This design comes from an exercise in tuning for small area, a short achievable clock period and few clock cycles on the open sky130 flow, not from production work. Where RTL was checked, it was by simulation tests only, not by an equivalence proof against the original. Function not checked in runs 2 to 4 and 6: the RTL went through the layout flow alone. Power and IR drop assume default switching activity.

## flow/design.v (module list and top-level ports; edited modules follow where they fit)
// module ks_add32: 502 lines
// module ks_add16c: 196 lines
// module g_a222oi: 3 lines
// module g_a22oi: 3 lines
// module g_a22o: 3 lines
// module g_a21o: 3 lines
// module g_aoi21: 3 lines
// module g_oai21: 3 lines
// module g_nand4: 3 lines
// module g_nand3: 3 lines
// module g_nand2: 3 lines
// module g_nor2: 3 lines
// module g_or3: 3 lines
// module g_inv: 3 lines
// module g_xor2: 3 lines
// module g_xnor2: 3 lines
// module g_ha: 4 lines
// module g_and3: 3 lines
// module g_mux2: 3 lines
// module g_buf: 3 lines
// module g_rd32f: 15 lines
// module g_rd32: 14 lines
// module mips: 285 lines
module mips(
	input wire clk,
	input wire rst,
	output wire [31:0] INST_ADDR,
	input wire [31:0] INST_DATA,
	output wire [31:0] DMEM_ADDR,
	output wire DMEM_WE,
	output wire [31:0] DMEM_WDATA,
	input wire [31:0] DMEM_RDATA
	);
  // ...
==> flow/flow/run.sh <==
#!/bin/bash
set -euo pipefail
MARGIN=6.5
bash standard.sh synth > synth.log 2>&1
SYNTH_ODB=orfs/results/sky130hd/mips/base/1_synth.odb openroad -no_init -exit flow/downsize.tcl > downsize.log 2>&1
bash standard.sh SETUP_SLACK_MARGIN=$MARGIN "CTS_ARGS=-sink_clustering_enable -repair_clock_nets -dont_use_dummy_load -buf_list sky130_fd_sc_hd__clkbuf_8 -sink_clustering_size 20" "BUFFER_PORTS_ARGS=-buffer_cell sky130_fd_sc_hd__buf_4" finish > layout.log 2>&1
==> flow/flow/downsize.tcl <==
# Set every combinational cell that synthesis mapped to a larger drive
# strength back to its smallest variant; the timing repair later in the flow
# sizes up the cells that need it.
set odb $::env(SYNTH_ODB)
read_db $odb
set db [ord::get_db]
set n 0
foreach inst [[ord::get_db_block] getInsts] {
  set m [$inst getMaster]
  set name [$m getName]
  if {[regexp {^sky130_fd_sc_hd__(df|edf|sdf|dl|sdl|conb|tap|fill|decap|diode)} $name]} { continue }
  if {[regexp {^(sky130_fd_sc_hd__[a-z0-9]+)_([0-9]+)$} $name -> base size] && $size > 1} {
    foreach s {1 0} {
      set nm [$db findMaster ${base}_$s]
      if {$nm ne "NULL" && $nm ne ""} {
        $inst swapMaster $nm
        incr n
        break
      }
    }
  }
}
puts "downsized $n cells"
write_db $odb
==> flow/standard.sh <==
#!/bin/bash
# synth_recipe.tcl (not shown) runs the flow's synth.tcl, then flattens the netlist and writes it again
# the make line also repeats each setting of config.mk as NAME=value (left out here)
make -C /OpenROAD-flow-scripts/flow DESIGN_CONFIG=/design/flow/config.mk WORK_HOME=/design/flow/orfs CLKGATE_MAP_FILE= SYNTH_SCRIPT=/design/flow/synth_recipe.tcl "${@:-finish}"
==> flow/config.mk <==
export PLATFORM = sky130hd
export DESIGN_NAME = mips
export DESIGN_NICKNAME = mips
export VERILOG_FILES = /design/flow/design.v
export SDC_FILE = /design/flow/constraint.sdc
export NUM_CORES = 8
export LEC_CHECK = 0
export CAP_MARGIN = 20
export CORE_MARGIN = 2
export CORE_UTILIZATION = 40
export SLEW_MARGIN = 20
export SYNTH_HIERARCHICAL = 1
export SYNTH_MINIMUM_KEEP_SIZE = 0
==> flow/constraint.sdc <==
create_clock -name core_clock -period 10.0 [get_ports {clk}]
set_input_delay 2.0000 -clock core_clock [delete_from_list [all_inputs] [get_ports {clk}]]
set_output_delay 2.0000 -clock core_clock [all_outputs]
set_load 0.01 [all_outputs]
==> reports/qor.yml, run 1 <==
crit_slowest_cell: "and3_2"
sh_seq_area: 0.369
switching_power_w: 0.00446
multi_input_gates: 4803
antenna_found_initial: 11
powerDensity_nw_per_um2: 184
maxUsedRoutingLayer: "met5"
syn_inst: 6435
grt_usage: 0.379
period_share: 0.369
multi_input_area_share: 0.496
path_buf_inv: 1
nonClockBufferCount: 489
design_area_um2: 73000
rsz0062_at_grt: "yes"
grt_pass1_vias: 58649
multi_input_area_um2: 36200
die_h_um: 400
power_frac_clock: 0.291
start_util: 0.402
tns_ns: 0
status: "finished clean"
filler_cell_count: 14785
nClkBuffers: 213
dp.final_hpwl_mm: 194
busiest_layer: "met2"
first_pass_iters: 12
cts_root_buffer: "clkbuf_8"
hold_violations: 0
area.sequential_um2: 26900
gp_congestion: 0.982
path_class: "in -> reg"
worst_pin_slew_ns: 1.16
insertion_delay_ns: 1.02
worst_setup_path_start_kind: "primary input"
Testbench counts, summed over its fixed seeds: cycles 75,343.
==> module mips, before the edit <==
module mips(
	input wire clk,
	input wire rst,
	output wire [31:0] INST_ADDR,
	input wire [31:0] INST_DATA,
	output wire [31:0] DMEM_ADDR,
	output wire DMEM_WE,
	output wire [31:0] DMEM_WDATA,
	input wire [31:0] DMEM_RDATA
	);
	genvar gk, gb;
	reg  [31:0] pc;
	reg  [31:0] ras;
	reg         e_ld, e_st, e_br, e_bx, e_jr;      
	reg  [4:0]  e_rd;                    
	reg         e_fa_lo, e_fa_hi;
	reg         c_ab, c_mb, c_am, c_mm;
	reg         j_a, j_m;                
	reg         e_fb;                    
	reg         x_b, x_bn, x_m, x_mn, x_i, x_in;
	reg         h_b, h_br, h_m, h_mr;
	reg         e_sub;                   
	reg         s_m, s_a, s_c;
	reg         r_add, r_slt, r_and, r_or, r_xor, r_nor, r_srl, r_sll, r_b;
	reg         e_sra;
	reg  [4:0]  e_sa;
	reg  [31:0] e_a, e_b;
	reg  [31:0] e_x;
	reg         m_we, m_ld;
	reg  [4:0]  m_rd;
	reg  [31:0] m_res, m_wd;
	reg  [31:0] rf [1:31];
	reg  [31:1] rf_v;
	wire [31:0] fa = {{16{e_fa_hi}}, {16{e_fa_lo}}};
	wire [31:0] a = (fa & m_res) | (~fa & e_a);
	wire [31:0] bx = ({32{x_b}} & e_b) | ({32{x_bn}} & ~e_b)
	               | ({32{x_m}} & m_res) | ({32{x_mn}} & ~m_res)
	               | ({32{x_i}} & e_x) | ({32{x_in}} & ~e_x);
	wire [4:0]  sa = ({5{s_m}} & m_res[4:0]) | ({5{s_a}} & e_a[4:0]) | ({5{s_c}} & e_sa);
	wire [31:0] sum, p, g;
	ks_add32 add(.a(a), .b(bx), .cin(e_sub), .s(sum), .p(p), .g0(g));
	wire [31:0] pg = p | g;                           
	function automatic [31:0] rev32(input [31:0] x);
		integer k;
		for (k = 0; k < 32; k = k + 1) rev32[k] = x[31-k];
	endfunction
	wire [31:0] sh_in = ({32{h_b}} & e_b) | ({32{h_br}} & rev32(e_b))
	                  | ({32{h_m}} & m_res) | ({32{h_mr}} & rev32(m_res));
	wire        sh_fill = e_sra & bx[31];
	wire [32:0] sh_ext = $signed({sh_fill, sh_in}) >>> sa;
	wire [31:0] sr = sh_ext[31:0];
	wire [31:0] oth = ({32{r_slt}} & {31'b0, sum[31]})
	                | ({32{r_and}} & g)
	                | ({32{r_or}}  & pg)
	                | ({32{r_xor}} & p)
	                | ({32{r_nor}} & ~pg)
	                | ({32{r_srl}} & sr)
	                | ({32{r_sll}} & rev32(sr))
	                | ({32{r_b}}   & bx);
	wire [31:0] alu;
	generate for (gb = 0; gb < 32; gb = gb + 1) begin : res
		g_a21o r(.a1(r_add), .a2(sum[gb]), .b1(oth[gb]), .y(alu[gb]));
	end endgenerate
	wire eq = (c_ab & (e_a == e_b)) | (c_mb & (m_res == e_b))
	        | (c_am & (e_a == m_res)) | c_mm;
	wire mis_br = e_br & (eq ^ e_bx);
	wire mis_jr = (j_a & (e_a != pc)) | (j_m & (m_res != pc));
	wire mis    = mis_br | mis_jr;
	wire [31:0] redirect = e_jr ? a : e_x;
	wire [31:0] m_val = m_ld ? DMEM_RDATA : m_res;
	wire m_w = (m_rd != 5'd0);
	assign DMEM_ADDR  = m_res;
	assign DMEM_WE    = m_we;
	assign DMEM_WDATA = m_wd;
	wire [31:0] ins = INST_DATA;
	assign INST_ADDR = pc;
	wire [5:0]  op  = ins[31:26];
	wire [4:0]  rs  = ins[25:21];
	wire [4:0]  rt  = ins[20:16];
	wire [4:0]  rdf = ins[15:11];
	wire [4:0]  shamt = ins[10:6];
	wire [5:0]  fn  = ins[5:0];
	wire [15:0] imm = ins[15:0];
	wire is_r    = (op == 6'd0);
	wire is_jr   = is_r & (fn == 6'b001000);
	wire is_jalr = is_r & (fn == 6'b001001);
	wire is_j    = (op == 6'd2);
	wire is_jal  = (op == 6'd3);
	wire is_beq  = (op == 6'd4);
	wire is_bne  = (op == 6'd5);
	wire is_br   = is_beq | is_bne;
	wire is_lw   = (op == 6'b100011);
	wire is_sw   = (op == 6'b101011);
	wire is_ia   = (op[5:3] == 3'b001);           
	wire is_lui  = (op == 6'b001111);
	wire sh_const = is_r & (fn == 6'd0 || fn == 6'd2 || fn == 6'd3);
	wire sh_var   = is_r & (fn == 6'd4 || fn == 6'd6 || fn == 6'd7);
	wire uses_rs = (is_r & ~sh_const) | (is_ia & ~is_lui) | is_lw | is_sw | is_br;
	wire uses_rt = (is_r & ~is_jalr) | is_sw | is_br;
	reg  [4:0] dst;
	always @(*) begin
		if (is_r) dst = is_jalr ? 5'd31 : rdf;
		else if (is_ia | is_lw) dst = rt;
		else if (is_jal) dst = 5'd31;
		else dst = 5'd0;
	end
	reg f_sub, f_add, f_slt, f_and, f_or, f_xor, f_nor, f_srl, f_sll, f_sra, f_b;
	always @(*) begin
		{f_sub, f_add, f_slt, f_and, f_or, f_xor, f_nor, f_srl, f_sll, f_sra, f_b} = 11'b0;
		if (is_r) begin
			case (fn)
				6'b100000, 6'b100001: f_add = 1'b1;
				6'b100010, 6'b100011: begin f_add = 1'b1; f_sub = 1'b1; end
				6'b101010, 6'b101011: begin f_slt = 1'b1; f_sub = 1'b1; end
				6'b100100: f_and = 1'b1;
				6'b100101: f_or = 1'b1;
				6'b100110: f_xor = 1'b1;
				6'b100111: f_nor = 1'b1;
				6'b000000, 6'b000100: f_sll = 1'b1;
				6'b000010, 6'b000110: f_srl = 1'b1;
				6'b000011, 6'b000111: begin f_srl = 1'b1; f_sra = 1'b1; end
				6'b001001: f_b = 1'b1;                  
				default: f_and = 1'b1;                  
			endcase
		end else begin
			case (op)
				6'b001000, 6'b001001, 6'b100011, 6'b101011: f_add = 1'b1;
				6'b001010, 6'b001011: begin f_slt = 1'b1; f_sub = 1'b1; end
				6'b001100: f_and = 1'b1;
				6'b001101: f_or = 1'b1;
				6'b001110: f_xor = 1'b1;
				default: f_b = 1'b1;                    
			endcase
		end
	end
	wire sext = (op == 6'b001000) | (op == 6'b001010) | is_lw | is_sw | is_br;
	wire [31:0] pc4 = pc + 32'd4;
	wire [31:0] immv = is_lui ? {imm, 16'b0} :
	                   (is_jal | is_jalr) ? pc4 :
	                   {{16{sext & imm[15]}}, imm};
	wire ui = ~((is_r & ~is_jalr) | is_br);
	wire rs_m = m_w & (rs == m_rd);
	wire rt_m = m_w & (rt == m_rd);
	wire [31:1] rf_en;
	generate for (gk = 1; gk < 32; gk = gk + 1) begin : en
		assign rf_en[gk] = rf_v[gk] & (m_rd != gk);
	end endgenerate
	wire [3:0] rs_h = 4'b1 << rs[4:3], rt_h = 4'b1 << rt[4:3];
	wire [7:0] rs_l = 8'b1 << rs[2:0], rt_l = 8'b1 << rt[2:0];
	wire [31:0] sel_a, sel_b;
	generate for (gk = 1; gk < 32; gk = gk + 1) begin : sel
		g_and3 da(.a(rs_h[gk/8]), .b(rs_l[gk%8]), .c(rf_en[gk]), .y(sel_a[gk-1]));
		g_and3 db(.a(rt_h[gk/8]), .b(rt_l[gk%8]), .c(rf_en[gk]), .y(sel_b[gk-1]));
	end endgenerate
	assign sel_a[31] = rs_m;
	assign sel_b[31] = rt_m;
	wire [31:0] rs_val, rt_val;
	generate for (gb = 0; gb < 32; gb = gb + 1) begin : rdp
		wire [31:0] d;
		for (gk = 1; gk < 32; gk = gk + 1) begin : c
			assign d[gk-1] = rf[gk][gb];
		end
		assign d[31] = m_val[gb];
		g_rd32f ua(.s(sel_a), .d(d), .q(rs_val[gb]));
		g_rd32f ub(.s(sel_b), .d(d), .q(rt_val[gb]));
	end endgenerate
	wire e_w = (e_rd != 5'd0);
	wire rs_e = e_w & (rs == e_rd);
	wire rt_e = e_w & (rt == e_rd);
	wire rs_e2;
	g_buf fab(.a(rs_e), .y(rs_e2));       
	wire stall = e_ld & ((uses_rs & rs_e) | (uses_rt & rt_e));
	wire adv = ~stall & ~mis;         
	wire pred_t = is_bne | (is_beq & imm[15]);
	wire [15:0] blo;
	wire        bco;
	ks_add16c badd(.a(pc[17:2]), .b(imm), .cin(1'b1), .s(blo), .co(bco));
	wire [13:0] hi = pc[31:18];
	wire [13:0] hi_p = hi + 14'd1;
	wire [13:0] hi_m = hi - 14'd1;
	wire [13:0] bx0 = imm[15] ? hi : hi_p;        
	wire [13:0] bx1 = imm[15] ? hi_m : hi;        
	wire [13:0] bhi;
	generate for (gb = 0; gb < 14; gb = gb + 1) begin : bsel
		g_mux2 m(.a0(bx1[gb]), .a1(bx0[gb]), .s(bco), .y(bhi[gb]));
	end endgenerate
	wire [31:0] btgt = {bhi, blo, pc[1:0]};
	reg [31:0] npc;
	always @(*) begin
		if (is_j | is_jal) npc = {pc4[31:28], ins[25:0], 2'b00};
		else if (is_br & pred_t) npc = btgt;
		else if (is_jr) npc = ras;
		else npc = pc4;
	end
	always @(posedge clk or posedge rst) begin
		if (rst) begin
			pc <= 32'b0;
			ras <= 32'b0;
		end else begin
			if (mis) pc <= redirect;
			else if (~stall) pc <= npc;
			if (is_jal | is_jalr) ras <= pc4;
		end
	end
	always @(posedge clk or posedge rst) begin
		if (rst) begin
			{e_ld, e_st, e_br, e_bx, e_jr} <= 5'b0;
			{j_a, j_m} <= 2'b0;
			e_rd <= 5'd0;
			m_we <= 1'b0;
			m_ld <= 1'b0;
			m_rd <= 5'd0;
		end else begin
			if (adv) begin
				e_ld <= is_lw;
				e_st <= is_sw;
				e_br <= is_br;
				e_bx <= is_bne ^ pred_t;
				e_jr <= is_jr | is_jalr;
				j_a <= (is_jr | is_jalr) & ~rs_e;
				j_m <= (is_jr | is_jalr) & rs_e;
				e_rd <= dst;
			end else begin
				{e_ld, e_st, e_br, e_bx, e_jr} <= 5'b0;
				{j_a, j_m} <= 2'b0;
				e_rd <= 5'd0;
			end
			m_we <= e_st;
			m_ld <= e_ld;
			m_rd <= e_rd;
		end
	end
	always @(posedge clk) begin
		e_fa_lo <= rs_e;
		e_fa_hi <= rs_e2;
		c_ab  <= ~rs_e & ~rt_e;
		c_mb  <= rs_e & ~rt_e;
		c_am  <= ~rs_e & rt_e;
		c_mm  <= rs_e & rt_e;
		e_fb  <= rt_e;
		x_b   <= ~ui & ~rt_e & ~f_sub;
		x_bn  <= ~ui & ~rt_e & f_sub;
		x_m   <= ~ui & rt_e & ~f_sub;
		x_mn  <= ~ui & rt_e & f_sub;
		x_i   <= ui & ~f_sub;
		x_in  <= ui & f_sub;
		h_b   <= ~rt_e & ~f_sll;
		h_br  <= ~rt_e & f_sll;
		h_m   <= rt_e & ~f_sll;
		h_mr  <= rt_e & f_sll;
		e_sub <= f_sub;
		s_m   <= sh_var & rs_e;
		s_a   <= sh_var & ~rs_e;
		s_c   <= ~sh_var;
		e_sa  <= shamt;
		r_add <= f_add;
		r_slt <= f_slt;
		r_and <= f_and;
		r_or  <= f_or;
		r_xor <= f_xor;
		r_nor <= f_nor;
		r_srl <= f_srl;
		r_sll <= f_sll;
		e_sra <= f_sra;
		r_b   <= f_b;
		e_a   <= rs_val;
		e_b   <= rt_val;
		e_x   <= is_br ? (pred_t ? pc4 : btgt) : immv;
		m_res <= alu;
		m_wd  <= e_fb ? m_res : e_b;
	end
	always @(posedge clk or posedge rst) begin
		if (rst) rf_v <= 31'b0;
		else if (m_w) rf_v[m_rd] <= 1'b1;
	end
	generate for (gk = 1; gk < 32; gk = gk + 1) begin : wr
		wire we = (m_rd == gk);
		wire wen = ~we;
		for (gb = 0; gb < 32; gb = gb + 1) begin : b
			wire nx;
			g_a22o m(.a1(we), .a2(m_val[gb]), .b1(wen), .b2(rf[gk][gb]), .y(nx));
			always @(posedge clk) rf[gk][gb] <= nx;
		end
	end endgenerate
endmodule
==> run 2, diff against run 1 <==
--- a/flow/design.v
+++ b/flow/design.v
@@ -795,6 +795,7 @@
 	reg  [31:0] pc;
 	reg  [31:0] ras;
 	reg         e_ld, e_st, e_br, e_bx, e_jr;      
+	reg         e_cst;                   
 	reg  [4:0]  e_rd;                    
 	reg         e_fa_lo, e_fa_hi;
 	reg         c_ab, c_mb, c_am, c_mm;
@@ -916,6 +917,8 @@
 			endcase
 		end
 	end
+	wire f_cst = is_lui | (((op == 6'b001000) | (op == 6'b001001) | (op == 6'b001101) |
+	                        (op == 6'b001110)) & (rs == 5'd0));
 	wire sext = (op == 6'b001000) | (op == 6'b001010) | is_lw | is_sw | is_br;
 	wire [31:0] pc4 = pc + 32'd4;
 	wire [31:0] immv = is_lui ? {imm, 16'b0} :
@@ -968,10 +971,12 @@
 		g_mux2 m(.a0(bx1[gb]), .a1(bx0[gb]), .s(bco), .y(bhi[gb]));
 	end endgenerate
 	wire [31:0] btgt = {bhi, blo, pc[1:0]};
+	wire cst_hit = rs_e & e_cst;
 	reg [31:0] npc;
 	always @(*) begin
 		if (is_j | is_jal) npc = {pc4[31:28], ins[25:0], 2'b00};
 		else if (is_br & pred_t) npc = btgt;
+		else if ((is_jr | is_jalr) & cst_hit) npc = e_x;
 		else if (is_jr) npc = ras;
 		else npc = pc4;
 	end
@@ -987,7 +992,7 @@
 	end
 	always @(posedge clk or posedge rst) begin
 		if (rst) begin
-			{e_ld, e_st, e_br, e_bx, e_jr} <= 5'b0;
+			{e_ld, e_st, e_br, e_bx, e_jr, e_cst} <= 6'b0;
 			{j_a, j_m} <= 2'b0;
 			e_rd <= 5'd0;
 			m_we <= 1'b0;
@@ -1003,7 +1008,9 @@
 				j_a <= (is_jr | is_jalr) & ~rs_e;
 				j_m <= (is_jr | is_jalr) & rs_e;
 				e_rd <= dst;
+				e_cst <= f_cst;
 			end else begin
+				e_cst <= 1'b0;
 				{e_ld, e_st, e_br, e_bx, e_jr} <= 5'b0;
 				{j_a, j_m} <= 2'b0;
 				e_rd <= 5'd0;
==> run 2 against run 1 <==
Net effect: register-to-register slack gained 0.03 ns; area after synthesis grew 1.3%; highest routed layer unchanged; wire length grew 3.3%.
==> reports/qor.yml, run 2 <==
status: "finished clean"  # unchanged
grt_pass1_vias: 60081  # was 58.6k
gp_congestion: 1.04  # was 0.982
first_pass_iters: 9  # was 12
endpoint_kind: "primary output"  # was flop
syn_avg_cell_area_um2: 9.65  # was 9.75 um^2
filler_cell_count: 14815  # about the same
rows: 146  # was 145
worst_pin_slew_ns: 1.18  # was 1.16 ns
fmax_mhz: 273  # was 271 MHz
powerDensity_nw_per_um2: 184  # about the same
worst_setup_path_start_kind: "flop"  # was primary input
die_w_um: 403  # was 400 um
drtIter0Drc: 11496  # was 12.4k
synth_warnings: 9  # unchanged
cp_data_arrival_time_ns: 1.67  # was 4.61 ns
start_util: 0.402  # about the same
design_area_um2: 74900  # was 73000 um^2
grt_overflow: 0  # unchanged
ant_nets: 0  # unchanged
rsz0062_at_grt: "yes"  # unchanged
path_class: "reg -> out"  # was in -> reg
fp.dieArea_um2: 162000  # was 160000 um^2
ctsHtreeMaxLevel: 4  # unchanged
cts.path.max_buffers: 3  # unchanged
clk_pin_slew_ns: 0.06  # about the same
syn_inst: 6585  # was 6435
period_share: 0.367  # was 0.369
routedWlPerCell_um: 36.0  # was 35.7 um
via_count: 65826  # was 64.7k
grt_pass1_wl_mm: 454  # was 440 mm
top_register: "rf"  # unchanged
dp.final_hpwl_mm: 204  # was 194 mm
cts_buffers: 215  # was 213
maxSlewHeadroom: 0.211  # was 0.225
required_ns: 8.00  # was 10.92 ns
largest_reg_flops: 992  # unchanged
synth_area_um2: 63500  # was 62800 um^2
ios: 163  # unchanged
period_minus_slack_ns: 3.67  # was 3.69 ns
ir_worst_vdd_mv: 0.154  # was 0.134 mV
power_frac_clock: 0.285  # was 0.291
drv_slew: 0  # unchanged
path_max_fanout: 2  # was 32
insertion_delay_ns: 1.00  # was 1.02 ns
hp-class: "reg -> reg"  # unchanged
die_h_um: 403  # was 400 um
p_leak_nw: 30.3  # was 28.4 nW
routed_via_density: 7.21  # was 7.24
cts_tree: "yes"  # unchanged
final_layout_size_suffix_gt1_frac: 0.164  # was 0.154
fin_skew_ns: 0.0770  # was 0.159 ns
layout_common_cells: "a22oi_1 (1121), dfxtp_1 (1121), a22o_1 (1010)"  # was dfxtp_1 (1125), a22oi_1 (1107), a22o_1 (1016)
setup_viol: 0  # unchanged
grt_usage: 0.384  # was 0.379
dpl_cell_area_um2: 68700  # was 67800 um^2
tns_ns: 0  # unchanged
power.share.switching: 0.338  # was 0.333
drc: 0  # unchanged
internal_power_w: 0.00914  # was 0.00896 W
switching_power_w: 0.00467  # was 0.00446 W
cts_hold_buf: 0  # unchanged
hold_violations: 0  # unchanged
cts_root_buffer: "clkbuf_8"  # unchanged
grt_max_degree: 65  # was 68
p_comb_frac: 0.259  # was 0.239
area_delta_synth_final_pct: 18.0  # was 16.3%
final_nets: 7192  # was 6999
wirelength_mm: 329  # was 319 mm
p_seq_frac: 0.457  # was 0.470
coreArea_um2: 158000  # was 156000 um^2
drv_cap: 0  # unchanged
antenna_found_initial: 14  # was 11
port_buffers: 162  # unchanged
cts_sinks: 1303  # was 1302
## run 2: layout make-up
cell class	instances	area, um^2	share of cell area
Antenna cell	3	7.51	0.000100
Multi-Input combinational cell	4933	37300	0.497
Timing Repair Buffer	538	4970	0.0664
Inverter	72	278	0.00371
Clock buffer	215	2960	0.0395
Tap cell	2072	2590	0.0346
Sequential cell	1303	26900	0.359
## run 2: final timing paths
kind	startpoint	end	slack [ns]	cells after the start
max	pc[22]$_DFFE_PP0P_	INST_ADDR[22]	6.33	2
min	rf_v[21]$_DFFE_PP0P_	rf_v[21]$_DFFE_PP0P_	0.45	1
max reg2reg	x_b$_DFF_P_	m_res[0]$_DFF_P_	6.37	14
min reg2reg	rf_v[21]$_DFFE_PP0P_	rf_v[21]$_DFFE_PP0P_	0.45	1
max in group asynchronous	rst	m_rd[0]$_DFF_PP0_	7.14	4
min in group asynchronous	rst	ras[7]$_DFFE_PP0N_	1.35	3
## run 2: per-stage QoR
step / cells / power [W] / hold WS [ns] / util / worst slack [ns]
2_1_floorplan: 6586 / 0.00809 / 0.331 / - / 5.69
3_3_place_gp: 8753 / 0.00923 / 0.431 / 0.435 / 4.50
3_5_place_dp: 8753 / 0.00926 / 0.436 / 0.435 / 4.50
5_1_grt: 9134 / 0.0142 / 0.460 / 0.474 / 6.30
4_1_cts: 9090 / 0.0135 / 0.448 / 0.468 / 6.26
6_report: 9136 / 0.0138 / 0.448 / 0.474 / 6.33
## run 2: power by group through the flow
stage	Combinational (W)	Clock (W)	Sequential [W]
global route	0.00369	0.00415	0.00634
global placement	0.00268	0	0.00655
finish	0.00357	0.00393	0.00630
CTS	0.00329	0.00395	0.00627
floorplan	0.00185	0	0.00624
detailed placement	0.00270	0	0.00656
## run 2: worst max-delay path, stage by stage, from the launching register on
cell and delay, ns:
dfrtp_2 0.45, buf_12 0.16, buf_6 0.12
## run 2: what timing repair did
action | 4_1_cts | 5_1_grt
gates cloned | 5 | 3
setup buffers | 117 | 40
setup endpoints to repair | 284 | 188
pin swaps | 20 | 45
hold endpoints to repair | 0 | 0
resized for setup | 423 | 134
## run 2: layer usage
layer,part of all wire,up-vias,GRT usage
met5,0.00019,-,0
met4,0.080,12,0.255
met3,0.13,1083,0.120
met2,0.41,5300,0.553
met1,0.38,32242,0.491
li1,-,27189,-
==> run 3, diff against run 2 <==
--- a/flow/design.v
+++ b/flow/design.v
@@ -857,7 +857,7 @@
 	assign DMEM_WE    = m_we;
 	assign DMEM_WDATA = m_wd;
 	wire [31:0] ins = INST_DATA;
-	assign INST_ADDR = pc;
+	assign INST_ADDR = pc_o;
 	wire [5:0]  op  = ins[31:26];
 	wire [4:0]  rs  = ins[25:21];
 	wire [4:0]  rt  = ins[20:16];
@@ -980,13 +980,20 @@
 		else if (is_jr) npc = ras;
 		else npc = pc4;
 	end
+	wire [31:0] pc_d = mis ? redirect : stall ? pc : npc;
+	reg  [31:0] pc_o;
+	wire [31:0] pc_od;
+	generate for (gb = 0; gb < 32; gb = gb + 1) begin : pob
+		g_buf b(.a(pc_d[gb]), .y(pc_od[gb]));
+	end endgenerate
 	always @(posedge clk or posedge rst) begin
 		if (rst) begin
 			pc <= 32'b0;
+			pc_o <= 32'b0;
 			ras <= 32'b0;
 		end else begin
-			if (mis) pc <= redirect;
-			else if (~stall) pc <= npc;
+			pc <= pc_d;
+			pc_o <= pc_od;
 			if (is_jal | is_jalr) ras <= pc4;
 		end
 	end
==> run 3 against run 2 <==
Net effect: still clean on timing, DRC and antenna; sequential power up 7.0%; wire length is 3.2% higher; utilization barely moved; clock skew grew 0.050 ns; hold slack lost 0.14 ns; non-clock buffer count fell by 45; via count rose by 0.12%; global-route usage up 1.1 points; total power rose by 1.6%; die area grew 1.3%; flip-flop and latch count grew 32.
==> reports/qor.yml, run 3 <==
period_minus_slack_ns: 3.73  # was 3.67 ns
final_common_cell: "dfxtp_1"
rows: 147  # was 146
grt_max_degree: 77  # was 65
cts.path.max_buffers: 3  # unchanged
cts_buffers: 220  # was 215
worst_pin_slew_ns: 1.16  # was 1.18 ns
insertion_delay_ns: 1.00  # about the same
die_w_um: 405  # was 403 um
routedWlPerCell_um: 36.9  # was 36.0 um
first_pass_iters: 7  # was 9
worst_setup_path_start_kind: "primary input"  # was flop
grt_pass1_wl_mm: 467  # was 454 mm
dp.cells: 8842  # was 8753
ios: 163  # unchanged
hold_violations: 0  # unchanged
ir_worst_vdd_mv: 0.139  # was 0.154 mV
p_leak_nw: 29.8  # was 30.3 nW
path_class: "in -> reg"  # was reg -> out
coreArea_um2: 160000  # was 158000 um^2
drtIter0Drc: 12044  # was 11.5k
grt_overflow: 0  # unchanged
path_max_fanout: 9  # was 2
rsz0062_at_grt: "yes"  # unchanged
gp_congestion: 1.06  # was 1.04
syn_avg_cell_area_um2: 9.70  # was 9.65 um^2
fp.dieArea_um2: 164000  # was 162000 um^2
status: "finished clean"  # unchanged
final_layout_size_suffix_gt1_frac: 0.167  # was 0.164
hp-class: "reg -> reg"  # unchanged
switching_power_w: 0.00481  # was 0.00467 W
top_register: "rf"  # unchanged
syn_inst: 6634  # was 6585
wirelength_mm: 340  # was 329 mm
hold_ws_ns: 0.310  # was 0.448 ns
maxSlewHeadroom: 0.225  # was 0.211
cts_root_buffer: "clkbuf_8"  # unchanged
fin_skew_ns: 0.127  # was 0.0770 ns
drv_cap: 0  # unchanged
grt_pass1_vias: 60589  # was 60.1k
tns_ns: 0  # unchanged
synth_warnings: 9  # unchanged
area_delta_synth_final_pct: 18.0  # about the same
grt_usage: 0.395  # was 0.384
internal_power_w: 0.00921  # was 0.00914 W
layout_common_cells: "dfxtp_1 (1109), a22oi_1 (1106), a22o_1 (1013)"  # was a22oi_1 (1121), dfxtp_1 (1121), a22o_1 (1010)
cts_tree: "yes"  # unchanged
power.share.switching: 0.343  # was 0.338
via_count: 65902  # was 65.8k
cp_data_arrival_time_ns: 4.51  # was 1.67 ns
clk_pin_slew_ns: 0.05  # was 0.06 ns
endpoint_kind: "flop"  # was primary output
p_comb_frac: 0.230  # was 0.259
powerDensity_nw_per_um2: 185  # was 184 nW/um^2
ctsHtreeMaxLevel: 4  # unchanged
required_ns: 10.78  # was 8.00 ns
start_util: 0.402  # about the same
drv_slew: 0  # unchanged
setup_viol: 0  # unchanged
period_share: 0.373  # was 0.367
synth_area_um2: 64400  # was 63500 um^2
final_nets: 7164  # was 7192
dp.final_hpwl_mm: 213  # was 204 mm
port_buffers: 162  # unchanged
p_seq_frac: 0.481  # was 0.457
routed_via_density: 7.16  # was 7.21
finalNonFillerCells: 9201  # was 9136
largest_reg_flops: 992  # unchanged
drc: 0  # unchanged
antenna_found_initial: 15  # was 14
die_h_um: 405  # was 403 um
power_frac_clock: 0.289  # was 0.285
cts_sinks: 1335  # was 1303
final_core_util: 0.474  # about the same
ant_nets: 0  # unchanged
fmax_mhz: 268  # was 273 MHz
## run 3: changes by cell type in the layout (fill, tap and decap cells not counted), moves of 19 or more
cell,before,now
and3_4,8,28
nand3_1,78,97
dfrtp_4,19,0
o21bai_1,1,33
buf_4,405,353
ha_1,37,15
dfrtp_1,82,137
dfxtp_4,17,37
nand2_1,345,303
a21o_1,66,36
o21ai_0,76,101
## run 3: area by class of cell
| class | instances | area, um^2 |
|---|---|---|
| inverter | 64 | 251 |
| timing repair inverter | 1 | 5.00 |
| tap | 2160 | 2700 |
| timing repair buffer | 493 | 4640 |
| clock buffer | 220 | 3030 |
| antenna | 8 | 20.0 |
| fill | 15135 | 84300 |
| sequential | 1335 | 27700 |
| multi-input combinational | 4920 | 37600 |
## run 3: worst paths after layout
kind                                        start  slack, ns                    to  cells past startpoint
worst max-delay path                INST_DATA[30]       6.27    pc_o[19]$_DFF_PP0_                     11
worst min-delay path               e_st$_DFF_PP0_       0.31        m_we$_DFF_PP0_                      0
worst max register to register  m_rd[0]$_DFF_PP0_       6.42        e_b[5]$_DFF_P_                     13
worst min register to register     e_st$_DFF_PP0_       0.31        m_we$_DFF_PP0_                      0
max in group asynchronous                     rst       7.67  rf_v[24]$_DFFE_PP0P_                      3
min in group asynchronous                     rst       1.09    ras[7]$_DFFE_PP0N_                      2
## run 3: routing by layer
| layer | vias to the layer above | global-route usage | routed length, um |
|---|---|---|---|
| met2 | 5250 | 0.566 | 139000 |
| met5 | - | 0.00833 | 150 |
| met1 | 32428 | 0.498 | 127000 |
| met3 | 1036 | 0.135 | 46600 |
| li1 | 27178 | - | - |
| met4 | 10 | 0.264 | 26900 |
## run 3: power by group through the flow
| stage | Clock [W] | Combinational [W] | Sequential [W] |
|---|---|---|---|
| global placement | 0 | 0.00266 | 0.00680 |
| CTS | 0.00406 | 0.00301 | 0.00669 |
| detailed placement | 0 | 0.00268 | 0.00680 |
| global route | 0.00427 | 0.00335 | 0.00677 |
| finish | 0.00406 | 0.00322 | 0.00674 |
| floorplan | 0 | 0.00184 | 0.00640 |
## run 3: timing repair
action	4_1_cts	5_1_grt
resized for setup	457	220
gates cloned	4	2
endpoints found under the setup margin	335	214
hold buffers	0	0
pin swaps	53	49
buffers inserted	87	38
hold endpoints to repair	0	0
## run 3: worst max-delay path: stages
cell and delay [ns]:
buf_4 0.15, or3_4 0.45, or4_4 0.57, nor4_4 0.27
buf_12 0.17, or2_4 0.17, buf_12 0.14, a211oi_2 0.04
o221ai_1 0.17, o21ai_1 0.10, mux2_4 0.28
## run 3: stage by stage
step	setup WS, ns	instance area (um^2)	power, W
final	6.27	75900	0.0140
after global routing	6.23	75900	0.0144
after CTS	6.37	74700	0.0138
after detailed placement	4.48	69300	0.00948
after global placement	4.51	69300	0.00946
after floorplan	5.52	65100	0.00823
==> run 4, diff against run 3 <==
--- a/flow/design.v
+++ b/flow/design.v
@@ -857,7 +857,7 @@
 	assign DMEM_WE    = m_we;
 	assign DMEM_WDATA = m_wd;
 	wire [31:0] ins = INST_DATA;
-	assign INST_ADDR = pc_o;
+	assign INST_ADDR = pc;
 	wire [5:0]  op  = ins[31:26];
 	wire [4:0]  rs  = ins[25:21];
 	wire [4:0]  rt  = ins[20:16];
@@ -980,20 +980,13 @@
 		else if (is_jr) npc = ras;
 		else npc = pc4;
 	end
-	wire [31:0] pc_d = mis ? redirect : stall ? pc : npc;
-	reg  [31:0] pc_o;
-	wire [31:0] pc_od;
-	generate for (gb = 0; gb < 32; gb = gb + 1) begin : pob
-		g_buf b(.a(pc_d[gb]), .y(pc_od[gb]));
-	end endgenerate
 	always @(posedge clk or posedge rst) begin
 		if (rst) begin
 			pc <= 32'b0;
-			pc_o <= 32'b0;
 			ras <= 32'b0;
 		end else begin
-			pc <= pc_d;
-			pc_o <= pc_od;
+			if (mis) pc <= redirect;
+			else if (~stall) pc <= npc;
 			if (is_jal | is_jalr) ras <= pc4;
 		end
 	end
==> flow/flow/run.sh (replaced) <==
#!/bin/bash
set -euo pipefail
MARGIN=6.5
bash standard.sh synth > synth.log 2>&1
SYNTH_ODB=orfs/results/sky130hd/mips/base/1_synth.odb openroad -no_init -exit flow/downsize.tcl > downsize.log 2>&1
bash standard.sh SETUP_SLACK_MARGIN=$MARGIN "CTS_ARGS=-sink_clustering_enable -repair_clock_nets -dont_use_dummy_load -buf_list sky130_fd_sc_hd__clkbuf_8 -sink_clustering_size 20" "BUFFER_PORTS_ARGS=-buffer_cell sky130_fd_sc_hd__buf_2" finish > layout.log 2>&1
==> run 4 against run 3 <==
Net effect: via count is 1.7% higher; total power decreased by 1.7%; design area fell by 1.4%; first-iteration DRC count up 3.6%; largest power group unchanged; register-to-register slack better by 0.07 ns; sequential power is 6.4% lower; synthesized cell count decreased by 0.74%; still clean; flip-flop and latch count is 32 lower; clock skew decreased by 0.00054 ns.
==> reports/qor.yml, run 4 <==
status: "finished clean"  # unchanged
grt_pass1_vias: 60512  # was 60.6k
drc: 0  # unchanged
syn_inst: 6585  # was 6634
start_util: 0.402  # about the same
ctsHtreeMaxLevel: 4  # unchanged
ios: 163  # unchanged
rr_worst_depth: 12  # was 13
total_power_w: 0.0138  # was 0.0140 W
cts_sinks: 1303  # was 1335
ir_worst_vdd_mv: 0.130  # was 0.139 mV
cp_data_arrival_time_ns: 1.68  # was 4.51 ns
area_delta_synth_final_pct: 17.9  # was 18.0%
dp.final_hpwl_mm: 202  # was 213 mm
gp_congestion: 1.05  # was 1.06
first_pass_iters: 10  # was 7
r2r-start: "m_rd[1]$_DFF_PP0_"  # was m_rd[0]$_DFF_PP0_
whs_path_depth: 0  # unchanged
rsz0062_at_grt: "yes"  # unchanged
layout_common_cells: "a22oi_1 (1124), dfxtp_1 (1114), a22o_1 (1010)"  # was dfxtp_1 (1109), a22oi_1 (1106), a22o_1 (1013)
period_minus_slack_ns: 3.68  # was 3.73 ns
filler_cell_count: 14817  # was 15.1k
drv_cap: 0  # unchanged
final_nets: 7202  # was 7164
path_max_fanout: 2  # was 9
cts.path.max_buffers: 3  # unchanged
rows: 146  # was 147
hp-start: "e_st$_DFF_PP0_"  # unchanged
r2r-end: "e_b[17]$_DFF_P_"  # was e_b[5]$_DFF_P_
hold_violations: 0  # unchanged
fin_skew_ns: 0.126  # was 0.127 ns
path_class: "reg -> out"  # was in -> reg
largest_reg_flops: 992  # unchanged
final_core_util: 0.474  # about the same
tns_ns: 0  # unchanged
final_common_cell: "a22oi_1"  # was dfxtp_1
top_register: "rf"  # unchanged
cts_buffers: 218  # was 220
coreArea_um2: 158000  # was 160000 um^2
die_h_um: 403  # was 405 um
final_layout_size_suffix_gt1_frac: 0.172  # was 0.167
maxSlewHeadroom: 0.186  # was 0.225
wirelength_mm: 335  # was 340 mm
setup_viol: 0  # unchanged
powerDensity_nw_per_um2: 184  # was 185 nW/um^2
die_w_um: 403  # was 405 um
cts_hold_buf: 0  # unchanged
grt_pass1_wl_mm: 460  # was 467 mm
grt_overflow: 0  # unchanged
area.sequential_um2: 26900  # was 27700 um^2
worst_pin_slew_ns: 1.22  # was 1.16 ns
cts_tree: "yes"  # unchanged
clk_pin_slew_ns: 0.06  # was 0.05 ns
cts_root_buffer: "clkbuf_8"  # unchanged
worst_setup_path_start_kind: "flop"  # was primary input
via_count: 67000  # was 65.9k
p_leak_nw: 30.3  # was 29.8 nW
r2r_slack_ns: 6.49  # was 6.42 ns
endpoint_kind: "primary output"  # was flop
dpl_cell_area_um2: 68200  # was 69300 um^2
hp-class: "reg -> reg"  # unchanged
ant_nets: 0  # unchanged
grt_max_degree: 65  # was 77
synth_area_um2: 63500  # was 64400 um^2
insertion_delay_ns: 1.03  # was 1.00 ns
fp.dieArea_um2: 162000  # was 164000 um^2
antenna_found_initial: 16  # was 15
port_buffers: 162  # unchanged
routed_via_density: 7.32  # was 7.16
grt_usage: 0.389  # was 0.395
min_to: "m_we$_DFF_PP0_"  # unchanged
syn_avg_cell_area_um2: 9.65  # was 9.70 um^2
design_area_um2: 74900  # was 75900 um^2
fmax_mhz: 271  # was 268 MHz
drv_slew: 0  # unchanged
multi_input_area_um2: 37500  # was 37600 um^2
period_share: 0.368  # was 0.373
drtIter0Drc: 12482  # was 12.0k
routedWlPerCell_um: 36.6  # was 36.9 um
required_ns: 8.00  # was 10.78 ns
synth_warnings: 9  # unchanged
## run 4: cell count changes in the layout (fill, tap and decap cells not counted), moves of 18 or more
cell | before | now
buf_2 | 0 | 91
nand2_1 | 303 | 342
nand3_1 | 97 | 78
a21o_1 | 36 | 66
o21bai_1 | 33 | 1
a22oi_1 | 1106 | 1124
dfrtp_1 | 137 | 85
o21ai_0 | 101 | 76
## run 4: timing repair
item | 4_1_cts | 5_1_grt
setup buffers | 119 | 54
setup endpoints to repair | 245 | 181
pin swaps | 37 | 39
gates cloned | 5 | 4
gates resized for setup | 432 | 202
## run 4: metrics by stage
stage                     setup WS [ns]  instances  hold WS [ns]
after floorplan                    5.69       6586         0.331
final                              6.32       9151         0.417
after global placement             4.47       8743         0.398
after global routing               6.30       9144         0.431
after detailed placement           4.47       8743         0.398
after CTS                          6.28       9085         0.426
## run 4: area by class of cell
class,count,share of cell area
well taps,2072,0.0346
inverters,72,0.00371
clock buffers,218,0.0401
multi-input cells,4935,0.501
flip-flops and latches,1303,0.359
repair buffers,543,0.0614
diodes,8,0.000267
## run 4: worst max-delay path, cell delays in order (launching register included)
cell and delay [ns]:
dfrtp_2 0.44, buf_12 0.15, buf_6 0.11
## run 4: per-layer routing
metal  wire length, um  up-vias  global-route usage
met3             48800     1161               0.129
met4             26700       10               0.249
li1                  -    27245                   -
met5                65        -                   0
met1            123000    32853               0.501
met2            136000     5731               0.556
## run 4: report_power, final
group	internal, W	leakage, nW	switching, W
clock	0.00190	1.57	0.00207
combinational	0.00142	17.6	0.00208
sequential	0.00578	11.1	0.000529
total	0.00910	30.3	0.00468
## run 4: worst max path at each step
stage	cells after the start	startpoint	endpoint	slack, ns
final	2	pc[22]$_DFFE_PP0P_	INST_ADDR[22]	6.32
after global routing	2	pc[22]$_DFFE_PP0P_	INST_ADDR[22]	6.30
after CTS	2	pc[22]$_DFFE_PP0P_	INST_ADDR[22]	6.28
after detailed placement	11	INST_DATA[27]	pc[11]$_DFFE_PP0P_	4.47
after global placement	11	INST_DATA[27]	pc[11]$_DFFE_PP0P_	4.47
after floorplan	10	INST_DATA[2]	pc[10]$_DFFE_PP0P_	5.69
==> run 5, diff against run 4 <==
--- a/flow/design.v
+++ b/flow/design.v
@@ -795,7 +795,6 @@
 	reg  [31:0] pc;
 	reg  [31:0] ras;
 	reg         e_ld, e_st, e_br, e_bx, e_jr;      
-	reg         e_cst;                   
 	reg  [4:0]  e_rd;                    
 	reg         e_fa_lo, e_fa_hi;
 	reg         c_ab, c_mb, c_am, c_mm;
@@ -917,8 +916,6 @@
 			endcase
 		end
 	end
-	wire f_cst = is_lui | (((op == 6'b001000) | (op == 6'b001001) | (op == 6'b001101) |
-	                        (op == 6'b001110)) & (rs == 5'd0));
 	wire sext = (op == 6'b001000) | (op == 6'b001010) | is_lw | is_sw | is_br;
 	wire [31:0] pc4 = pc + 32'd4;
 	wire [31:0] immv = is_lui ? {imm, 16'b0} :
@@ -971,12 +968,10 @@
 		g_mux2 m(.a0(bx1[gb]), .a1(bx0[gb]), .s(bco), .y(bhi[gb]));
 	end endgenerate
 	wire [31:0] btgt = {bhi, blo, pc[1:0]};
-	wire cst_hit = rs_e & e_cst;
 	reg [31:0] npc;
 	always @(*) begin
 		if (is_j | is_jal) npc = {pc4[31:28], ins[25:0], 2'b00};
 		else if (is_br & pred_t) npc = btgt;
-		else if ((is_jr | is_jalr) & cst_hit) npc = e_x;
 		else if (is_jr) npc = ras;
 		else npc = pc4;
 	end
@@ -992,7 +987,7 @@
 	end
 	always @(posedge clk or posedge rst) begin
 		if (rst) begin
-			{e_ld, e_st, e_br, e_bx, e_jr, e_cst} <= 6'b0;
+			{e_ld, e_st, e_br, e_bx, e_jr} <= 5'b0;
 			{j_a, j_m} <= 2'b0;
 			e_rd <= 5'd0;
 			m_we <= 1'b0;
@@ -1008,9 +1003,7 @@
 				j_a <= (is_jr | is_jalr) & ~rs_e;
 				j_m <= (is_jr | is_jalr) & rs_e;
 				e_rd <= dst;
-				e_cst <= f_cst;
 			end else begin
-				e_cst <= 1'b0;
 				{e_ld, e_st, e_br, e_bx, e_jr} <= 5'b0;
 				{j_a, j_m} <= 2'b0;
 				e_rd <= 5'd0;
==> run 5 against run 4 <==
Net effect: flip-flop and latch count down 1; design area down 3.3%; synthesized cell count down 2.3%; non-clock buffer count down 88; via count down 3.0%; area after synthesis down 1.2%; hold slack worse by 0.061 ns; critical path type is now reg -> reg; highest routed layer unchanged.
==> reports/qor.yml, run 5 <==
syn_inst: 6435  # was 6585
min_to: "m_we$_DFF_PP0_"  # unchanged
synth_area_um2: 62800  # was 63500 um^2
whs_path_depth: 0  # unchanged
coreArea_um2: 156000  # was 158000 um^2
cts.path.max_buffers: 3  # unchanged
period_minus_slack_ns: 3.73  # was 3.68 ns
cts_root_buffer: "clkbuf_8"  # unchanged
required_ns: 10.78  # was 8.00 ns
period_share: 0.373  # was 0.368
start_util: 0.402  # about the same
cts_hold_buf: 0  # unchanged
syn_avg_cell_area_um2: 9.75  # was 9.65 um^2
r2r-end: "m_res[0]$_DFF_P_"  # was e_b[17]$_DFF_P_
path_cells: "mux2i_1 > nand3_1 > ha_1 > nand2_1 > nor2_1 > nand2_1 > nor2_1 > a21oi_2 > xnor2_1 > a22oi_1 > nand3_1 > a221o_1 > a21o_1"  # was buf_12 > buf_6
worst_setup_path_start_kind: "flop"  # unchanged
ctsHtreeMaxLevel: 4  # unchanged
routedWlPerCell_um: 35.4  # was 36.6 um
drtIter0Drc: 12221  # was 12.5k
synth_warnings: 9  # unchanged
gp_congestion: 0.986  # was 1.05
r2r_slack_ns: 6.27  # was 6.49 ns
die_w_um: 400  # was 403 um
crit_path_start: "e_b[19]$_DFF_P_"  # was pc[22]$_DFFE_PP0P_
rr_worst_depth: 13  # was 12
antenna_found_initial: 20  # was 16
cts_tree: "yes"  # unchanged
final_layout_size_suffix_gt1_frac: 0.151  # was 0.172
setup_viol: 0  # unchanged
powerDensity_nw_per_um2: 185  # was 184 nW/um^2
port_buffers: 162  # unchanged
grt_pass1_wl_mm: 436  # was 460 mm
dpl_cell_area_um2: 67300  # was 68200 um^2
cts_sinks: 1302  # was 1303
fmax_mhz: 268  # was 271 MHz
ir_worst_vdd_mv: 0.137  # was 0.130 mV
routed_via_density: 7.30  # was 7.32
final_nets: 6967  # was 7202
wirelength_mm: 315  # was 335 mm
hold_violations: 0  # unchanged
tns_ns: 0  # unchanged
insertion_delay_ns: 1.00  # was 1.03 ns
top_register: "rf"  # unchanged
grt_overflow: 0  # unchanged
r2r-start: "e_b[19]$_DFF_P_"  # was m_rd[1]$_DFF_PP0_
dp.final_hpwl_mm: 189  # was 202 mm
grt_max_degree: 73  # was 65
fin_skew_ns: 0.160  # was 0.126 ns
worst_pin_slew_ns: 1.15  # was 1.22 ns
hp-start: "e_st$_DFF_PP0_"  # unchanged
grt_usage: 0.374  # was 0.389
largest_reg_flops: 992  # unchanged
rsz0062_at_grt: "yes"  # unchanged
drc: 0  # unchanged
status: "finished clean"  # unchanged
layout_common_cells: "dfxtp_1 (1124), a22oi_1 (1104), a22o_1 (1016)"  # was a22oi_1 (1124), dfxtp_1 (1114), a22o_1 (1010)
hp-class: "reg -> reg"  # unchanged
ios: 163  # unchanged
drv_cap: 0  # unchanged
grt_pass1_vias: 58972  # was 60.5k
final_common_cell: "dfxtp_1"  # was a22oi_1
drv_slew: 0  # unchanged
cp_data_arrival_time_ns: 4.51  # was 1.68 ns
design_area_um2: 72400  # was 74900 um^2
rows: 145  # was 146
cts_buffers: 214  # was 218
maxSlewHeadroom: 0.232  # was 0.186
p_leak_nw: 28.2  # was 30.3 nW
clk_pin_slew_ns: 0.05  # was 0.06 ns
ant_nets: 0  # unchanged
via_count: 64970  # was 67.0k
fp.dieArea_um2: 160000  # was 162000 um^2
area_delta_synth_final_pct: 15.4  # was 17.9%
max_stage_delay_ns: 0.70  # was 0.44 ns
die_h_um: 400  # was 403 um
first_pass_iters: 9  # was 10
endpoint_kind: "flop"  # was primary output
crit_slowest_cell: "dfxtp_1"  # was dfrtp_2
path_class: "reg -> reg"  # was reg -> out
path_max_fanout: 6  # was 2
[run 5: cell type report]
type,count,area (um^2)
diodes,9,22.5
clock buffers,214,2950
fillers,14843,83600
inverters,61,233
multi-input cells,4804,36300
flip-flops and latches,1302,26900
well taps,2058,2570
repair buffers,455,3460
[run 5: worst max-delay path, delay by kind of cell (launching register included)]
family | cells | cell delay, ns
compound gates | 4 | 0.73
mux | 1 | 0.53
fa+ha+maj | 1 | 0.52
flops | 1 | 0.70
simple gates | 6 | 0.94
xor+xnor | 1 | 0.18
[run 5: what timing repair did]
action / in CTS / in global routing
hold endpoints to repair: 0 / 0
resized for setup: 262 / 130
buffers inserted: 96 / 21
pin swaps: 9 / 18
endpoints found under the setup margin: 277 / 188
cloned: 1 / 1
[run 5: stage by stage]
stage | total power [W] | instances | util | hold WS (ns) | setup WS, ns
after floorplan | 0.00799 | 6436 | - | 0.331 | 5.87
after global placement | 0.00892 | 8560 | 0.431 | 0.356 | 4.86
after detailed placement | 0.00896 | 8561 | 0.431 | 0.343 | 4.84
after CTS | 0.0131 | 8872 | 0.460 | 0.355 | 6.26
after global routing | 0.0138 | 8899 | 0.464 | 0.365 | 6.30
final | 0.0134 | 8903 | 0.464 | 0.356 | 6.27
[run 5: report_power, final]
| group | switching, W | leakage [nW] | total [W] | internal, W |
|---|---|---|---|---|
| Sequential | 0.000529 | 11.1 | 0.00629 | 0.00577 |
| Clock | 0.00205 | 1.54 | 0.00392 | 0.00187 |
| Combinational | 0.00187 | 15.6 | 0.00317 | 0.00130 |
| Total | 0.00446 | 28.2 | 0.0134 | 0.00893 |
[run 5: layer usage]
metal / part of all wire / vias to the layer above / global-route usage / routed length [um]
met3: 0.15 / 1183 / 0.131 / 46700
met2: 0.41 / 5614 / 0.527 / 128000
met4: 0.063 / 12 / 0.206 / 19900
met5: 0.00024 / - / 0.000303 / 77
met1: 0.38 / 31614 / 0.495 / 121000
li1: - / 26547 / - / -
[run 5: how the worst max path moves through the flow]
stage	end	slack, ns	depth (start not counted)
2_1_floorplan	pc[19]$_DFFE_PP0P_	5.87	10
3_3_place_gp	pc[19]$_DFFE_PP0P_	4.86	9
3_5_place_dp	pc[19]$_DFFE_PP0P_	4.84	9
4_1_cts	m_res[0]$_DFF_P_	6.26	13
5_1_grt	pc[18]$_DFFE_PP0P_	6.30	14
6_report	m_res[0]$_DFF_P_	6.27	13
Testbench counts of run 5, summed over its fixed seeds: cycles 75,343.
==> run 6, diff against run 5 <==
--- a/flow/design.v
+++ b/flow/design.v
@@ -748,6 +748,9 @@
 module g_mux2(input a0, a1, s, output y);
 	assign y = s ? a1 : a0;
 endmodule
+module g_a221o(input a1, a2, b1, b2, c1, output y);
+	assign y = (a1 & a2) | (b1 & b2) | c1;
+endmodule
 module g_buf(input a, output y);
 	assign y = a;
 endmodule
@@ -795,6 +798,7 @@
 	reg  [31:0] pc;
 	reg  [31:0] ras;
 	reg         e_ld, e_st, e_br, e_bx, e_jr;      
+	reg         e_cst;                   
 	reg  [4:0]  e_rd;                    
 	reg         e_fa_lo, e_fa_hi;
 	reg         c_ab, c_mb, c_am, c_mm;
@@ -832,8 +836,7 @@
 	wire        sh_fill = e_sra & bx[31];
 	wire [32:0] sh_ext = $signed({sh_fill, sh_in}) >>> sa;
 	wire [31:0] sr = sh_ext[31:0];
-	wire [31:0] oth = ({32{r_slt}} & {31'b0, sum[31]})
-	                | ({32{r_and}} & g)
+	wire [31:0] oth = ({32{r_and}} & g)
 	                | ({32{r_or}}  & pg)
 	                | ({32{r_xor}} & p)
 	                | ({32{r_nor}} & ~pg)
@@ -841,7 +844,8 @@
 	                | ({32{r_sll}} & rev32(sr))
 	                | ({32{r_b}}   & bx);
 	wire [31:0] alu;
-	generate for (gb = 0; gb < 32; gb = gb + 1) begin : res
+	g_a221o r0(.a1(r_add), .a2(sum[0]), .b1(r_slt), .b2(sum[31]), .c1(oth[0]), .y(alu[0]));
+	generate for (gb = 1; gb < 32; gb = gb + 1) begin : res
 		g_a21o r(.a1(r_add), .a2(sum[gb]), .b1(oth[gb]), .y(alu[gb]));
 	end endgenerate
 	wire eq = (c_ab & (e_a == e_b)) | (c_mb & (m_res == e_b))
@@ -916,6 +920,8 @@
 			endcase
 		end
 	end
+	wire f_cst = is_lui | (((op == 6'b001000) | (op == 6'b001001) | (op == 6'b001101) |
+	                        (op == 6'b001110)) & (rs == 5'd0));
 	wire sext = (op == 6'b001000) | (op == 6'b001010) | is_lw | is_sw | is_br;
 	wire [31:0] pc4 = pc + 32'd4;
 	wire [31:0] immv = is_lui ? {imm, 16'b0} :
@@ -968,10 +974,12 @@
 		g_mux2 m(.a0(bx1[gb]), .a1(bx0[gb]), .s(bco), .y(bhi[gb]));
 	end endgenerate
 	wire [31:0] btgt = {bhi, blo, pc[1:0]};
+	wire cst_hit = rs_e & e_cst;
 	reg [31:0] npc;
 	always @(*) begin
 		if (is_j | is_jal) npc = {pc4[31:28], ins[25:0], 2'b00};
 		else if (is_br & pred_t) npc = btgt;
+		else if ((is_jr | is_jalr) & cst_hit) npc = e_x;
 		else if (is_jr) npc = ras;
 		else npc = pc4;
 	end
@@ -987,7 +995,7 @@
 	end
 	always @(posedge clk or posedge rst) begin
 		if (rst) begin
-			{e_ld, e_st, e_br, e_bx, e_jr} <= 5'b0;
+			{e_ld, e_st, e_br, e_bx, e_jr, e_cst} <= 6'b0;
 			{j_a, j_m} <= 2'b0;
 			e_rd <= 5'd0;
 			m_we <= 1'b0;
@@ -1003,7 +1011,9 @@
 				j_a <= (is_jr | is_jalr) & ~rs_e;
 				j_m <= (is_jr | is_jalr) & rs_e;
 				e_rd <= dst;
+				e_cst <= f_cst;
 			end else begin
+				e_cst <= 1'b0;
 				{e_ld, e_st, e_br, e_bx, e_jr} <= 5'b0;
 				{j_a, j_m} <= 2'b0;
 				e_rd <= 5'd0;
==> run 6 against run 5 <==
Net effect: via count is 2.6% higher; hold slack worse by 0.054 ns; setup slack better by 0.034 ns; area after synthesis is 1.3% higher; critical path depth is 12 lower; non-clock buffer count is 47 higher; flip-flop and latch count is 1 higher; maximum frequency is 0.92% higher; global-route usage is 3.6 points higher; clock skew is 0.053 ns lower; clock power is 1% higher; largest cell class unchanged.
==> reports/qor.yml, run 6 <==
grt_usage: 0.410  # was 0.374
ir_worst_vdd_mv: 0.170  # was 0.137 mV
syn_inst: 6601  # was 6435
filler_cell_count: 14896  # was 14.8k
wirelength_mm: 350  # was 315 mm
rows: 146  # was 145
period_share: 0.370  # was 0.373
met3_usage: 0.138  # was 0.131
rsz0062_at_grt: "yes"  # unchanged
period_minus_slack_ns: 3.70  # was 3.73 ns
insertion_delay_ns: 1.03  # was 1.00 ns
grtUsageMet1: 0.522  # was 0.495
fin_skew_ns: 0.108  # was 0.160 ns
path_class: "reg -> out"  # was reg -> reg
ant_nets: 0  # unchanged
p_leak_nw: 28.9  # was 28.2 nW
clk_pin_slew_ns: 0.06  # was 0.05 ns
grt_overflow: 0  # unchanged
area.sequential_um2: 26900  # about the same
largest_reg_flops: 992  # unchanged
synth_warnings: 9  # unchanged
critical-path-top-delay-family: "flip-flops"  # was simple AND/OR/NAND/NOR gates
final_layout_size_suffix_gt1_frac: 0.160  # was 0.151
final_nets: 7176  # was 6967
cp.depth: 1  # was 13
multi_input_area_um2: 37300  # was 36300 um^2
die_h_um: 403  # was 400 um
ios: 163  # unchanged
ctsHtreeMaxLevel: 4  # unchanged
dpl_cell_area_um2: 68000  # was 67300 um^2
worst_setup_path_start_kind: "flop"  # unchanged
endpoint_kind: "primary output"  # was flop
cts_root_buffer: "clkbuf_8"  # unchanged
start_util: 0.402  # about the same
fp.dieArea_um2: 162000  # was 160000 um^2
busiest_layer: "met2"  # unchanged
max_stage_delay_ns: 0.54  # was 0.70 ns
cts_tree: "yes"  # unchanged
grt_pass1_vias: 60524  # was 59.0k
final_common_cell: "a22oi_1"  # was dfxtp_1
path_cells: "buf_6"  # was mux2i_1 > nand3_1 > ha_1 > nand2_1 > nor2_1 > nand2_1 > nor2_1 > a21oi_2 > xnor2_1 > a22oi_1 > nand3_1 > a221o_1 > a21o_1
crit_slowest_cell: "dfrtp_4"  # was dfxtp_1
routedWlPerCell_um: 38.4  # was 35.4 um
maxSlewHeadroom: 0.323  # was 0.232
cts.path.max_buffers: 3  # unchanged
hp-class: "reg -> reg"  # unchanged
cts_sinks: 1303  # was 1302
worst_pin_slew_ns: 1.01  # was 1.15 ns
hold_violations: 0  # unchanged
dp.final_hpwl_mm: 222  # was 189 mm
layout_common_cells: "a22oi_1 (1131), dfxtp_1 (1120), a22o_1 (998)"  # was dfxtp_1 (1124), a22oi_1 (1104), a22o_1 (1016)
cts_hold_buf: 0  # unchanged
coreArea_um2: 158000  # was 156000 um^2
area_delta_synth_final_pct: 16.8  # was 15.4%
port_buffers: 162  # unchanged
rr_worst_depth: 9  # was 13
top_register: "rf"  # unchanged
path_max_fanout: 2  # was 6
cts_buffers: 215  # was 214
drv_slew: 0  # unchanged
required_ns: 8.00  # was 10.78 ns
grt_max_degree: 68  # was 73
setup_viol: 0  # unchanged
path_buf_inv: 1  # was 0
syn_avg_cell_area_um2: 9.63  # was 9.75 um^2
powerDensity_nw_per_um2: 191  # was 185 nW/um^2
grt_pass1_wl_mm: 478  # was 436 mm
status: "finished clean"  # unchanged
use_met2: 0.581  # was 0.527
whs_path_depth: 0  # unchanged
routed_via_density: 7.31  # was 7.30
cp_data_arrival_time_ns: 1.70  # was 4.51 ns
synth_area_um2: 63500  # was 62800 um^2
first_pass_iters: 8  # was 9
antenna_found_initial: 23  # was 20
fmax_mhz: 271  # was 268 MHz
drv_cap: 0  # unchanged
tns_ns: 0  # unchanged
die_w_um: 403  # was 400 um
design_area_um2: 74300  # was 72400 um^2
drtIter0Drc: 12795  # was 12.2k
gp_congestion: 1.04  # was 0.986
via_count: 66679  # was 65.0k
drc: 0  # unchanged
-- run 6: path summary, 6_finish.rpt --
path,start,to,slack (ns)
max in group asynchronous,rst,pc[23]$_DFFE_PP0P_,7.11
worst max register to register,pc[6]$_DFFE_PP0P_,e_cst$_DFF_PP0_,6.41
worst min register to register,e_st$_DFF_PP0_,m_we$_DFF_PP0_,0.30
worst max-delay path,pc[31]$_DFFE_PP0P_,INST_ADDR[31],6.30
worst min-delay path,e_st$_DFF_PP0_,m_we$_DFF_PP0_,0.30
min in group asynchronous,rst,ras[17]$_DFFE_PP0N_,1.23
-- run 6: power by group --
part | internal, W | switching (W)
sequential | 0.00586 | 0.000591
clock | 0.00188 | 0.00209
combinational | 0.00143 | 0.00233
total | 0.00916 | 0.00501
-- run 6: repair_timing --
action | 4_1_cts | 5_1_grt
setup buffers | 93 | 35
cloned | 6 | 5
pin swaps | 21 | 39
gates resized for setup | 411 | 166
endpoints found under the setup margin | 259 | 223
-- run 6: worst register-to-register path, stage by stage (launching register included) --
cell and delay, ns:
dfrtp_4 0.50, buf_4 0.15, buf_4 0.15, xor2_1 0.17, nor4_2 0.59, nand4_1 0.13, o21ai_0 0.36, nand2_1 0.28
a21o_4 0.44, nor4_1 0.67
-- run 6: final cells by class --
class	instances	area share
multi-input combinational	4951	0.502
sequential	1303	0.363
timing repair buffer	502	0.0559
clock buffer	215	0.0399
tap	2072	0.0349
inverter	72	0.00374
antenna	9	0.000303
timing repair inverter	2	0.000202
-- run 6: stage by stage --
| step | hold WS [ns] | worst slack (ns) | std cells | utilization | power (W) |
|---|---|---|---|---|---|
| final | 0.302 | 6.30 | 9126 | 0.470 | 0.0142 |
| after global placement | 0.338 | 4.66 | 8763 | 0.430 | 0.00953 |
| after global routing | 0.330 | 6.29 | 9118 | 0.470 | 0.0145 |
| after detailed placement | 0.335 | 4.58 | 8763 | 0.430 | 0.00956 |
| after CTS | 0.313 | 6.26 | 9077 | 0.463 | 0.0139 |
| after floorplan | 0.331 | 5.75 | 6602 | - | 0.00822 |
-- run 6: per-layer routing --
metal | routed length (um) | up-vias
li1 | - | 27251
met1 | 131000 | 32818
met2 | 143000 | 5488
met3 | 47900 | 1112
met4 | 28600 | 10
met5 | 68 | -

-- afterwards: timing with drivers on the ports --
How much do the figures lean on ideal ports? The routed layouts below were timed once more, with nothing changed but the port constraints.
Step 1 sets driving cells, clkbuf_16 on the clock port and buf_2 on the other inputs (assumed; they add their load-dependent delay and slew).
Step 2 moves the port delays by t, midway between the first and last clock arrival at a register: inputs arrive t later, outputs are due t later. That takes back most of the time a late clock gives input paths.
Slacks: ideal ports / drivers / drivers and shift; pairs: ideal ports / drivers.
run | t (ns) | setup slack, ns | worst setup path at the end | worst data-port slew with drivers (ns)
run 1 | 1.019 | 6.305 / 6.297 / 5.286 | input to register | 0.19
run 2 | 1.038 | 6.331 / 6.243 / 5.324 | input to register | 0.17
run 3 | 1.021 | 6.267 / 6.304 / 5.283 | input to register | 0.08
run 4 | 1.028 | 6.316 / 6.241 / 5.324 | input to register | 0.14
run 5 | 0.994 | 6.270 / 6.270 / 5.323 | input to register | 0.21
run 6 | 1.044 | 6.304 / 6.234 / 5.263 | input to register | 0.21
After both steps setup and hold are still met in every run listed. The setup slack of run 6, which loses most, moves by -0.070 ns with the drivers and by -1.041 ns with both steps.
